Context: an optimization exercise on an open-source flow, tuned for small area. The choices shown serve that exercise and are no tape-out recipe. Function was checked by simulation only, so behaviour that the tests miss may differ from the original. Power is estimated from default activity; no workload was simulated.

== run 1 ==
==> flow/design.v (excerpt) <==
module mc6809i
#(
    parameter ILLEGAL_INSTRUCTIONS="GHOST"
) 
(
    input   clk,
    input   [7:0]  D,
    output  [7:0]  DOut,
    output  [15:0] ADDR,
    output  RnW,
    output  BS,
    output  BA,
    input   nIRQ,
    input   nFIRQ,
    input   nNMI,
    output  AVMA,
    output  BUSY,
    output  LIC,
    input   nHALT,
    input   nRESET,
    input   nDMABREQ
);
Size in the first run: about 2300 cells after synthesis, roughly 45 I/O pins.
Settings: LEC_CHECK=0, CAP_MARGIN=20, CORE_MARGIN=2, CORE_UTILIZATION=40, GPL_TIMING_DRIVEN=0, PLACE_DENSITY=0.55, SLEW_MARGIN=20; clock period 15.0 ns.
standard.sh (not shown) runs the stock make flow with config.mk's settings and CLKGATE_MAP_FILE= SYNTH_SCRIPT=/design/flow/synth_recipe.tcl, a recipe that flattens the netlist after the stock synthesis.
==> flow/flow/run.sh <==
#!/bin/bash
# Own flow: the standard layout (standard.sh) with two changes.
#  - Synthesis (synth_area.tcl): the standard synthesis script, except that adders are
#    not pre-mapped to full/half-adder cells and ABC maps with an area-oriented script
#    (area.abc) instead of ORFS's abc_*.script. Only the combinational mapping changes;
#    the registers (names, count, cell types) are the standard synthesis's.
#  - The port buffers that placement inserts on every input and output are buf_1.
# Each step's full tool output is in orfs/logs/; make's output in synth.log and layout.log.
set -euo pipefail
W=$(pwd)
export AREA_ABC_SCRIPT=$W/flow/area.abc
export BUFFER_PORTS_ARGS="-buffer_cell sky130_fd_sc_hd__buf_1"
sed "s#SYNTH_SCRIPT=[^ ]*#SYNTH_SCRIPT=$W/flow/synth_area.tcl #" standard.sh > area_standard.sh
grep -q "synth_area.tcl" area_standard.sh
bash area_standard.sh synth > synth.log 2>&1
bash standard.sh > layout.log 2>&1
test -f out/final.def
Other scripts of this flow, unchanged in this note and not shown: flow/flow/area.abc, flow/flow/synth_area.tcl
Run 1: no failed stages, no open violations at the end
--- input diff run 1..run 2 ---
--- a/flow/design.v
+++ b/flow/design.v
@@ -324,25 +324,23 @@
 end
 else if (ILLEGAL_INSTRUCTIONS=="STOP")
 begin
     assign IllegalInstructionState = CPUSTATE_STOP;
 end
 else
 begin
     assign IllegalInstructionState = 7'd0;
 end
 endgenerate
 reg rnRESET;  
-reg     s_wval_new;
-wire    s_chg = (sp_upd & ~sp_u) | ((wcode == 4'h4) & s_wval_new);
-wire    nmi_unmask = s_chg && (CpuState != CPUSTATE_RESET);
+wire    nmi_unmask = (s_nxt != 16'HFFFD) && (CpuState != CPUSTATE_RESET);
 wire    nmi_edge = (NMISample2 == 1) && (NMISample == 0);
 reg     NMIPend;
 reg     tfr_window;
 wire NMIClear_new = rnRESET ? NMIClear_nxt : 1'b0;
 wire NMIMask_new  = rnRESET ? (nmi_unmask ? 1'b0 : NMIMask) : 1'b1;
 always @(posedge clk)
 begin
     if (rnRESET == 0)
         NMILatched <= 1;
     else if (NMIClear_new == 1)
         NMILatched <= 1;
@@ -1203,28 +1201,22 @@
 reg     [2:0]   wsrc;
 reg     [15:0]  wval;
 always @(*)
     case (wsrc)
         WS_D:    wval = {D, D};
         WS_ADD:  wval = add_out;
         WS_ALU:  wval = {ALU[7:0], ALU[7:0]};
         WS_MUL:  wval = {8'H00, alu_sum[0], b[7:1]};
         WS_SEX:  wval = {16{b[7]}};
         default: wval = R16;
     endcase
-always @(*)
-    case (wsrc)
-        WS_D:    s_wval_new = (whi & (D != 8'HFF)) | (wlo & (D != 8'HFD));
-        WS_ADD:  s_wval_new = add_azero ? ((whi & (add_b[15:8] != 8'HFF)) | (wlo & (add_b[7:0] != 8'HFD))) : (whi | wlo);
-        default: s_wval_new = (whi & (R16[15:8] != 8'HFF)) | (wlo & (R16[7:0] != 8'HFD));
-    endcase
 function [3:0] Reg16Code(input [2:0] r);
 begin
     case (r)
         3'd0: Reg16Code = 4'h1;
         3'd1: Reg16Code = 4'h2;
         3'd2: Reg16Code = 4'h3;
         3'd3: Reg16Code = 4'h4;
         3'd4: Reg16Code = 4'h0;
         default: Reg16Code = 4'hF;
     endcase
 end
==> run summary <==
- Going from run 1 to run 2, number of cells produced by synthesis shrank by a few percent.
- Of run 2 and run 1, the higher cell-internal power belongs to run 2.
- Compared with run 1, run 2 shows maximum frequency lower by 3.2 MHz.
- Run 2 was carried through to the last stage, and its layout satisfied the timing, DRC and antenna checks.
- Total power went up by more than 10% going from run 1 to run 2.
- | non-clock buffer count | higher: run 1 |

-- port drivers added, routing unchanged --
How much do the figures lean on ideal ports? The routed layouts below were timed once more, with nothing changed but the port constraints.
Step 1: set_driving_cell puts a clkbuf_16 on clk and a buf_2 on each other input, an assumption about the parent block.
Step 2 also shifts input and output timing later by t, the mid clock arrival at the registers, as if the neighbouring blocks saw the same clock.
a / b / c = ideal / step 1 / step 2; a / b = the first two.
| run | t, ns | slack for setup (ns) | clock arrival spread, ns |
|---|---|---|---|
| run 1 | 0.563 | 1.214 / 1.160 / 1.571 | 0.015 / 0.014 |
| run 2 | 0.544 | 0.582 / 0.582 / 0.582 | 0.016 / 0.016 |
After both steps setup and hold are still met in every run listed.
